This is an optimization exercise on Yosys and OpenROAD, whose aim is small area and a short achievable clock period, not a production implementation. Only simulation tests tie the RTL to the original design; equivalence was not proved.

==> flow/design.v, too long to show whole: its modules and the start of the top module <==
// module floating_mult: 1007 lines
// module floating_adder: 148 lines
// module conv_kernel: 39 lines
module conv_kernel(
  input         clk,
  input         rst_n,
  input         clear,
  input  [31:0] i_pixel,
  input  [31:0] i_weight,
  output [31:0] o_pixel
);
  // ...
==> flow/run.sh <==
#!/bin/bash
# synth_recipe.tcl (not shown) runs the flow's synth.tcl, then flattens the netlist and writes it again
# the make line also repeats each setting of config.mk as NAME=value (left out here)
make -C /OpenROAD-flow-scripts/flow DESIGN_CONFIG=/design/flow/config.mk WORK_HOME=/design/flow/orfs CLKGATE_MAP_FILE= SYNTH_SCRIPT=/design/flow/synth_recipe.tcl finish
==> flow/config.mk <==
export PLATFORM = sky130hd
export DESIGN_NAME = conv_kernel
export DESIGN_NICKNAME = conv_kernel
export VERILOG_FILES = /design/flow/design.v
export SDC_FILE = /design/flow/constraint.sdc
export NUM_CORES = 4
export LEC_CHECK = 0
export CAP_MARGIN = 20
export CORE_MARGIN = 2
export CORE_UTILIZATION = 65
export SLEW_MARGIN = 20
==> flow/constraint.sdc <==
create_clock -name core_clock -period 12.0 [get_ports {clk}]
set_input_delay 2.4000 -clock core_clock [delete_from_list [all_inputs] [get_ports {clk}]]
set_output_delay 2.4000 -clock core_clock [all_outputs]
set_load 0.01 [all_outputs]
==> reports/results.ini, run 1 <==
[sta]
max-slew-margin-rel_pct=28.6
finalHoldViolCount=0
worst_slack_ns=1.81
holdWs_ns=0.524

[yosys]
yosysSeqAreaShare_pct=8.46
avgSynthCellArea_um2=7.75
synthAdderAreaFrac_pct=23.6
synth_area_um2=37900
ys_warn_count=3
yosys-top-cells-count=483 x inv_1, 356 x nand2_1, 314 x a21oi_1
synth_top_family_by_area=compound AO/OA/AOI/OAI gates
yosys.area_share.simple_pct=16.0
synth-compound-area-share_pct=27.3
synth-xor-area-share_pct=11.8

[outcome]
status=complete, no violations

[worst_setup_path]
start_kind=flip-flop
crit_end=add_b[11]
cpLargestDelayFamily=compound AO/OA/AOI/OAI gates
end_kind=flip-flop

[placement]
dpl_worst_slack_ns=2.27
finalWeightedCongestion=1.13
placed_area_um2=39300

[detailed_routing]
viasPerCell=7.16
first_iter_violations=6349

[final_layout]
multi_input_comb_cells=3925
seq_cells=128
buffers_excl_clock=205
drive_gt1_share_pct=6.25
seq_share_pct=8.03
n_clock_buffer=20
multi_input_area_um2=31500

[grt]
grt_max_degree=67
use_met1_pct=57.3
gr-usage-met3_pct=12.6
grt_first_pass_wirelength_mm=221

[floorplan]
taps=765

[clock_network]
cts_setup_buffers=0
cts_buffers=17
clock_sinks=128

[hold_path]
worstHoldStart=mult_b[31]

==> run 2: changes to the inputs <==
--- a/flow/config.mk
+++ b/flow/config.mk
@@ -9,3 +9,3 @@
 export CORE_MARGIN = 2
-export CORE_UTILIZATION = 65
+export CORE_UTILIZATION = 40
 export SLEW_MARGIN = 20
==> run 2 against run 1 <==
Compared with the run above: area after synthesis did not move; setup slack improved by 0.16 ns; clock skew is 0.0033 ns lower; sequential share of layout area decreased by 0.13 points; synthesized cell count unchanged; first-iteration DRC count shrank 25%; sequential cell count unchanged.
==> reports/results.ini, run 2 <==
[outcome]
status=complete, no violations  ; unchanged

[worst_setup_path]
cp-startpoint=add_a[0]  ; was add_a[23]
worst-setup-path-type=flip-flop to flip-flop  ; unchanged
cpMaxStageDelayCell=o21a_1  ; was fa_2
r2r_cells=32  ; was 29
r2r-start=add_a[0]  ; was add_a[23]
required_ns=12.39  ; was 12.36 ns
end_kind=flip-flop  ; unchanged
cp_max_fo=16  ; was 37
arrival_ns=10.42  ; was 10.55 ns
start_kind=flip-flop  ; unchanged
slowest_delay_ns=0.85  ; was 1.22 ns

[final_layout]
final_core_util_pct=43.3  ; was 69.1%
nFillCells=9682  ; was 4843
syn_to_final_growth_pct=7.09  ; was 5.31%
fin_nets=5394  ; was 5390
antenna_cells=0  ; was 1
drive_gt1_share_pct=6.43  ; was 6.25%
mostFrequentLayoutCell=inv_1  ; unchanged
layout_common_cells=483 x inv_1, 356 x nand2_1, 314 x a21oi_1  ; unchanged

[placement]
port_buffers=98  ; unchanged
finalWeightedCongestion=0.990  ; was 1.13
dpl_worst_slack_ns=2.26  ; was 2.27 ns
hpwl_mm=117  ; was 107 mm

[yosys]
synth.most_common_cell=inv_1  ; unchanged
synth_area_um2=37900  ; unchanged
avgSynthCellArea_um2=7.75  ; unchanged
netlist_instances=4885  ; unchanged
synth-main-ff-cell=dfrtp_1  ; unchanged
synth_edf_count=0  ; unchanged
synthArstFlopShare_pct=100  ; unchanged
synth.distinct_cells=124  ; unchanged
synth_seq_cells=128  ; unchanged
ys_warn_count=3  ; unchanged
yosys-top-cells-count=483 x inv_1, 356 x nand2_1, 314 x a21oi_1  ; unchanged
synth_top_area_share_pct=14.3  ; unchanged
synth_top_area_cell=fa_1  ; unchanged
yosysSeqAreaShare_pct=8.46  ; unchanged
synth.top_cells.by_area=fa_1 14%, ha_1 9.3%, dfrtp_1 8.5%, xnor2_1 7.2%, a22oi_1 5.5%  ; unchanged

[grt]
first_global_vias=37400  ; was 38200
track_usage_pct=31.3  ; was 47.5%
grt_first_pass_wirelength_mm=234  ; was 221 mm
grt.overflow.total=0  ; unchanged
grt_max_degree=67  ; unchanged
antenna_found_initial=2  ; was 3

[clock_network]
cts_tree=done  ; unchanged
clkLatencyLatePin_ns=0.49  ; was 0.47 ns
clk_pin_slew_ns=0.07  ; was 0.06 ns
hold_buffers=0  ; unchanged
cts_buffers=17  ; unchanged
clockBufferDepth=2  ; unchanged
cts_setup_buffers=0  ; unchanged
htreeDepth=4  ; unchanged
clock_sinks=128  ; unchanged
cts_resized=0  ; unchanged
root_buffer=clkbuf_16  ; unchanged

[floorplan]
die_x_um=312  ; was 245 um
floorplan.initialDensity_pct=40.5  ; was 65.6%
die_area_um2=97100  ; was 60200 um^2
rows=112  ; was 88
io_pins=99  ; unchanged
die_h_um=312  ; was 245 um
core-area_um2=93600  ; was 57700 um^2

[sta]
period_minus_slack_ns=10.03  ; was 10.19 ns
min_period_over_period_pct=83.6  ; was 84.9%
finalHoldViolCount=0  ; unchanged
rsz0062_at_grt=false  ; unchanged
skew_ns=0.0122  ; was 0.0155 ns
tightest_slew_ns=1.24  ; was 1.07 ns
slew_violations=0  ; unchanged
setup_violations=0  ; unchanged
worst_slack_ns=1.97  ; was 1.81 ns
fin_setup_tns_ns=0  ; unchanged
max-slew-margin-rel_pct=16.8  ; was 28.6%
holdWs_ns=0.668  ; was 0.524 ns
max_freq_mhz=99.7  ; was 98.1 MHz

[detailed_routing]
wl_per_cell_um=25.8  ; was 26.3 um
first_iter_violations=4733  ; was 6349
drc_errors=0  ; unchanged
antenna_left=0  ; unchanged
drt_first_pass_iters=6  ; was 7
viasPerCell=6.30  ; was 7.16
routed_wl_mm=156  ; was 146 mm
dr_total_vias=38100  ; was 39700

[hold_path]
hold_path_class=flip-flop to flip-flop  ; unchanged
worstHoldStart=add_b[29]  ; was mult_b[31]
min_path_cells=2  ; unchanged

[run]
drv_cap=0  ; unchanged

-- run 2: through the flow --
step,instances,cell area [um^2]
finish,6042,40600
global route,6042,40600
CTS,6042,40500
detailed placement,6010,39900
global placement,6010,39900
floorplan,4886,37900
-- run 2: path summary, 6_finish.rpt --
| check | end | slack [ns] |
|---|---|---|
| min in group asynchronous | add_b[19] | 1.96 |
| max in group asynchronous | mult_a[22] | 8.62 |
| worst min register to register | add_b[29] | 0.67 |
| worst min-delay path | add_b[29] | 0.67 |
| worst max register to register | add_b[21] | 1.97 |
| worst max-delay path | add_b[21] | 1.97 |
-- run 2: per-layer routing --
metal	vias up	share of wire [%]	GRT usage [%]
met5	-	0.0084	0
met2	2079	45	50.5
met1	18300	39	39.4
li1	17100	-	-
met4	2	6.8	18.9
met3	510	8.6	4.71
-- run 2: cell type report --
class | instances | area (um^2) | share of cell area (%)
multi-input combinational | 3925 | 31500 | 77.7
sequential | 128 | 3200 | 7.90
inverter | 494 | 1850 | 4.57
timing repair buffer | 209 | 1820 | 4.48
tap | 1254 | 1570 | 3.87
clock buffer | 18 | 439 | 1.08
clock inverter | 14 | 168 | 0.413
-- run 2: cells by family (layout without fill, tap and decap cells) --
logic type	count (synthesis)	count (layout)	share of synthesized area [%]
buffers and inverters	833	735	8.74
multiplexers	131	131	4.12
other	1	2	0.00990
flip-flops	128	128	8.46
XOR/XNOR	506	506	11.8
adder cells (fa/ha/maj)	552	552	23.6
AO/OA/AOI/OAI	1501	1501	27.3
AND/OR/NAND/NOR	1233	1233	16.0
-- run 2: critical path: cells and delay by family, from the launching register on --
family                   cells  cell delay [ns]
flip-flops                   1             0.60
adder cells (fa/ha/maj)      4             1.45
AND/OR/NAND/NOR              9             2.15
AO/OA/AOI/OAI               15             4.75
XOR/XNOR                     1             0.19
buffers and inverters        3             0.77
==> run 3: changes to the inputs <==
--- a/flow/config.mk
+++ b/flow/config.mk
@@ -10,2 +10,4 @@
 export CORE_UTILIZATION = 40
+export SETUP_SLACK_MARGIN = 2.5
 export SLEW_MARGIN = 20
+export TNS_END_PERCENT = 5
==> run 3 against run 2 <==
Compared with the run above: critical path type unchanged; non-clock buffer count is 3 higher; wire length up 0.16%; critical endpoint is now add_b[19]; via count grew 0.31%; worst hold slack improved by 0.00074 ns.
==> reports/results.ini, run 3 <==
[sta]
rsz0062_at_grt=true  ; was false
setup_violations=0  ; unchanged
max-slew-margin-rel_pct=26.5  ; was 16.8%
holdWs_ns=0.668  ; about the same
slew_violations=0  ; unchanged
worst_slack_ns=2.59  ; was 1.97 ns
fin_setup_tns_ns=0  ; unchanged
skew_ns=0.0124  ; was 0.0122 ns
tightest_slew_ns=1.09  ; was 1.24 ns
min_period_over_period_pct=78.4  ; was 83.6%
period_minus_slack_ns=9.41  ; was 10.03 ns
max_freq_mhz=106  ; was 99.7 MHz
finalHoldViolCount=0  ; unchanged

[clock_network]
htreeDepth=4  ; unchanged
cts_buffers=17  ; unchanged
hold_buffers=0  ; unchanged
clock_sinks=128  ; unchanged
cts_tree=done  ; unchanged
root_buffer=clkbuf_16  ; unchanged
clk_pin_slew_ns=0.08  ; was 0.07 ns
clockBufferDepth=2  ; unchanged
clkLatencyLatePin_ns=0.48  ; was 0.49 ns

[yosys]
synthArstFlopShare_pct=100  ; unchanged
ys_warn_count=3  ; unchanged
synth_top_area_share_pct=14.3  ; unchanged
synth.distinct_cells=124  ; unchanged
yosys-top-cells-count=483 x inv_1, 356 x nand2_1, 314 x a21oi_1  ; unchanged
synth_edf_count=0  ; unchanged
synth.top_cells.by_area=fa_1 14%, ha_1 9.3%, dfrtp_1 8.5%, xnor2_1 7.2%, a22oi_1 5.5%  ; unchanged
synth_area_um2=37900  ; unchanged
synth.most_common_cell=inv_1  ; unchanged
yosysSeqAreaShare_pct=8.46  ; unchanged
synth-main-ff-cell=dfrtp_1  ; unchanged
avgSynthCellArea_um2=7.75  ; unchanged
synth_seq_cells=128  ; unchanged
synth_top_area_cell=fa_1  ; unchanged
netlist_instances=4885  ; unchanged

[final_layout]
layout_common_cells=483 x inv_1, 355 x nand2_1, 312 x a21oi_1  ; was 483 x inv_1, 356 x nand2_1, 314 x a21oi_1
syn_to_final_growth_pct=7.48  ; was 7.09%
multi_input_area_um2=31600  ; was 31500 um^2
regArea_um2=3200  ; unchanged
mostFrequentLayoutCell=inv_1  ; unchanged
drive_gt1_share_pct=6.80  ; was 6.43%
antenna_cells=0  ; unchanged
fin_area_um2=40700  ; was 40600 um^2
fin_nets=5398  ; was 5394
nFillCells=9668  ; was 9682

[outcome]
status=complete, no violations  ; unchanged

[placement]
port_buffers=98  ; unchanged
hpwl_mm=117  ; unchanged
finalWeightedCongestion=0.990  ; unchanged
placed_area_um2=39900  ; unchanged
dpl_worst_slack_ns=2.26  ; unchanged

[floorplan]
io_pins=99  ; unchanged
core-area_um2=93600  ; unchanged
die_h_um=312  ; unchanged
die_area_um2=97100  ; unchanged
rows=112  ; unchanged
die_x_um=312  ; unchanged
floorplan.initialDensity_pct=40.5  ; unchanged

[worst_setup_path]
r2r_cells=28  ; was 32
cpMaxStageDelayCell=o21ai_1  ; was o21a_1
r2r-start=add_b[23]  ; was add_a[0]
cp.depth=28  ; was 32
r2r_end=add_b[19]  ; was add_b[21]
ff2ff_setup_slack_ns=2.59  ; was 1.97 ns
required_ns=12.37  ; was 12.39 ns
slowest_delay_ns=0.77  ; was 0.85 ns
start_kind=flip-flop  ; unchanged
crit_buf_inv=2  ; was 3
arrival_ns=9.78  ; was 10.42 ns
end_kind=flip-flop  ; unchanged
worst-setup-path-type=flip-flop to flip-flop  ; unchanged
cp_max_fo=16  ; unchanged
cpLargestDelayFamily=simple AND/OR/NAND/NOR gates  ; was compound AO/OA/AOI/OAI gates

[grt]
grt.overflow.total=0  ; unchanged
grt_first_pass_wirelength_mm=234  ; about the same
antenna_found_initial=1  ; was 2
grt_max_degree=67  ; unchanged
first_global_vias=37500  ; was 37400
track_usage_pct=31.3  ; about the same

[detailed_routing]
first_iter_violations=4545  ; was 4733
drc_errors=0  ; unchanged
wl_per_cell_um=25.8  ; about the same
viasPerCell=6.32  ; was 6.30
dr_total_vias=38200  ; was 38100
drt_first_pass_iters=6  ; unchanged
routed_wl_mm=156  ; about the same
antenna_left=0  ; unchanged

[run]
drv_cap=0  ; unchanged

[hold_path]
min_path_cells=2  ; unchanged
whs_endpoint=add_b[29]  ; unchanged
hold_path_class=flip-flop to flip-flop  ; unchanged
worstHoldStart=add_b[29]  ; unchanged

==> run 3: cell counts after synthesis <==
Identical to the previous run, type by type.
==> run 3: worst reg2reg max path, delay by kind of cell (launching register included) <==
family	cells	cell delay (ns)
AO/OA/AOI/OAI	13	3.40
XOR/XNOR	1	0.22
flip-flops	1	0.59
AND/OR/NAND/NOR	9	3.53
adder cells (fa/ha/maj)	3	1.04
buffers and inverters	2	0.48
==> run 3: stage by stage <==
stage | std cells | util (%)
5_1_grt | 6046 | 43.5
3_5_place_dp | 6010 | 42.7
3_3_place_gp | 6010 | 42.7
6_report | 6046 | 43.5
2_1_floorplan | 4886 | -
4_1_cts | 6042 | 43.3
==> run 3: layout make-up <==
| class | instances | area share [%] |
|---|---|---|
| multi-input combinational | 3926 | 77.7 |
| tap | 1254 | 3.86 |
| clock buffer | 18 | 1.08 |
| sequential | 128 | 7.87 |
| timing repair buffer | 212 | 4.53 |
| clock inverter | 14 | 0.412 |
| inverter | 494 | 4.57 |
==> run 3: worst max-delay path by stage <==
stage	from	end	slack (ns)
finish	add_b[23]	add_b[19]	2.59
global route	add_b[23]	add_b[3]	2.32
CTS	add_b[23]	add_b[16]	2.34
detailed placement	add_b[23]	add_b[16]	2.26
global placement	add_b[23]	add_b[16]	2.25
floorplan	add_b[23]	add_b[27]	3.91
==> run 3: per-layer routing <==
layer	part of all wire, %	up-vias	routed length (um)	GRT usage, %
met3	8.5	507	13200	4.43
met4	6.8	0	10500	19.2
met1	39	18500	61300	39.6
met5	0	-	0	0
li1	-	17200	-	-
met2	45	2040	70900	50.4
==> run 3: cell families after synthesis <==
group	share of synthesized area [%]
AOI/OAI and AO/OA	27.3
and+or+nand+nor	16.0
other	0.00990
DFF	8.46
xor gates and xnor gates	11.8
muxes	4.12
buffers and inverters	8.74
adders and majority gates	23.6
==> run 3: timing repair <==
action,4_1_cts,5_1_grt
buffers inserted,0,3
cloned,0,1
setup endpoints to repair,19,31
resized for setup,5,23
pin swaps,0,4

re-timing with driven ports:
The flow's constraints put no driver on any port. The routed layouts listed below were extracted and timed again, unchanged, in two steps. Step 1 sets driving cells, clkbuf_16 on the clock port and buf_2 on the other inputs (assumed; they add their load-dependent delay and slew). Step 2, shift: input delay + t, output delay - t, t = (earliest + latest rising clock arrival at the registers) / 2. This alone moves slack from input paths to output paths. Three values: ideal ports, drivers, drivers and shift; two values: the first two.
run	t, ns	setup slack, ns	worst setup path at the end
run 1	0.528	1.808 / 1.808 / 1.808	register to register
run 2	0.555	1.973 / 1.973 / 1.973	register to register
run 3	0.552	2.590 / 2.590 / 2.590	register to register
After both steps every run listed still meets setup and hold.
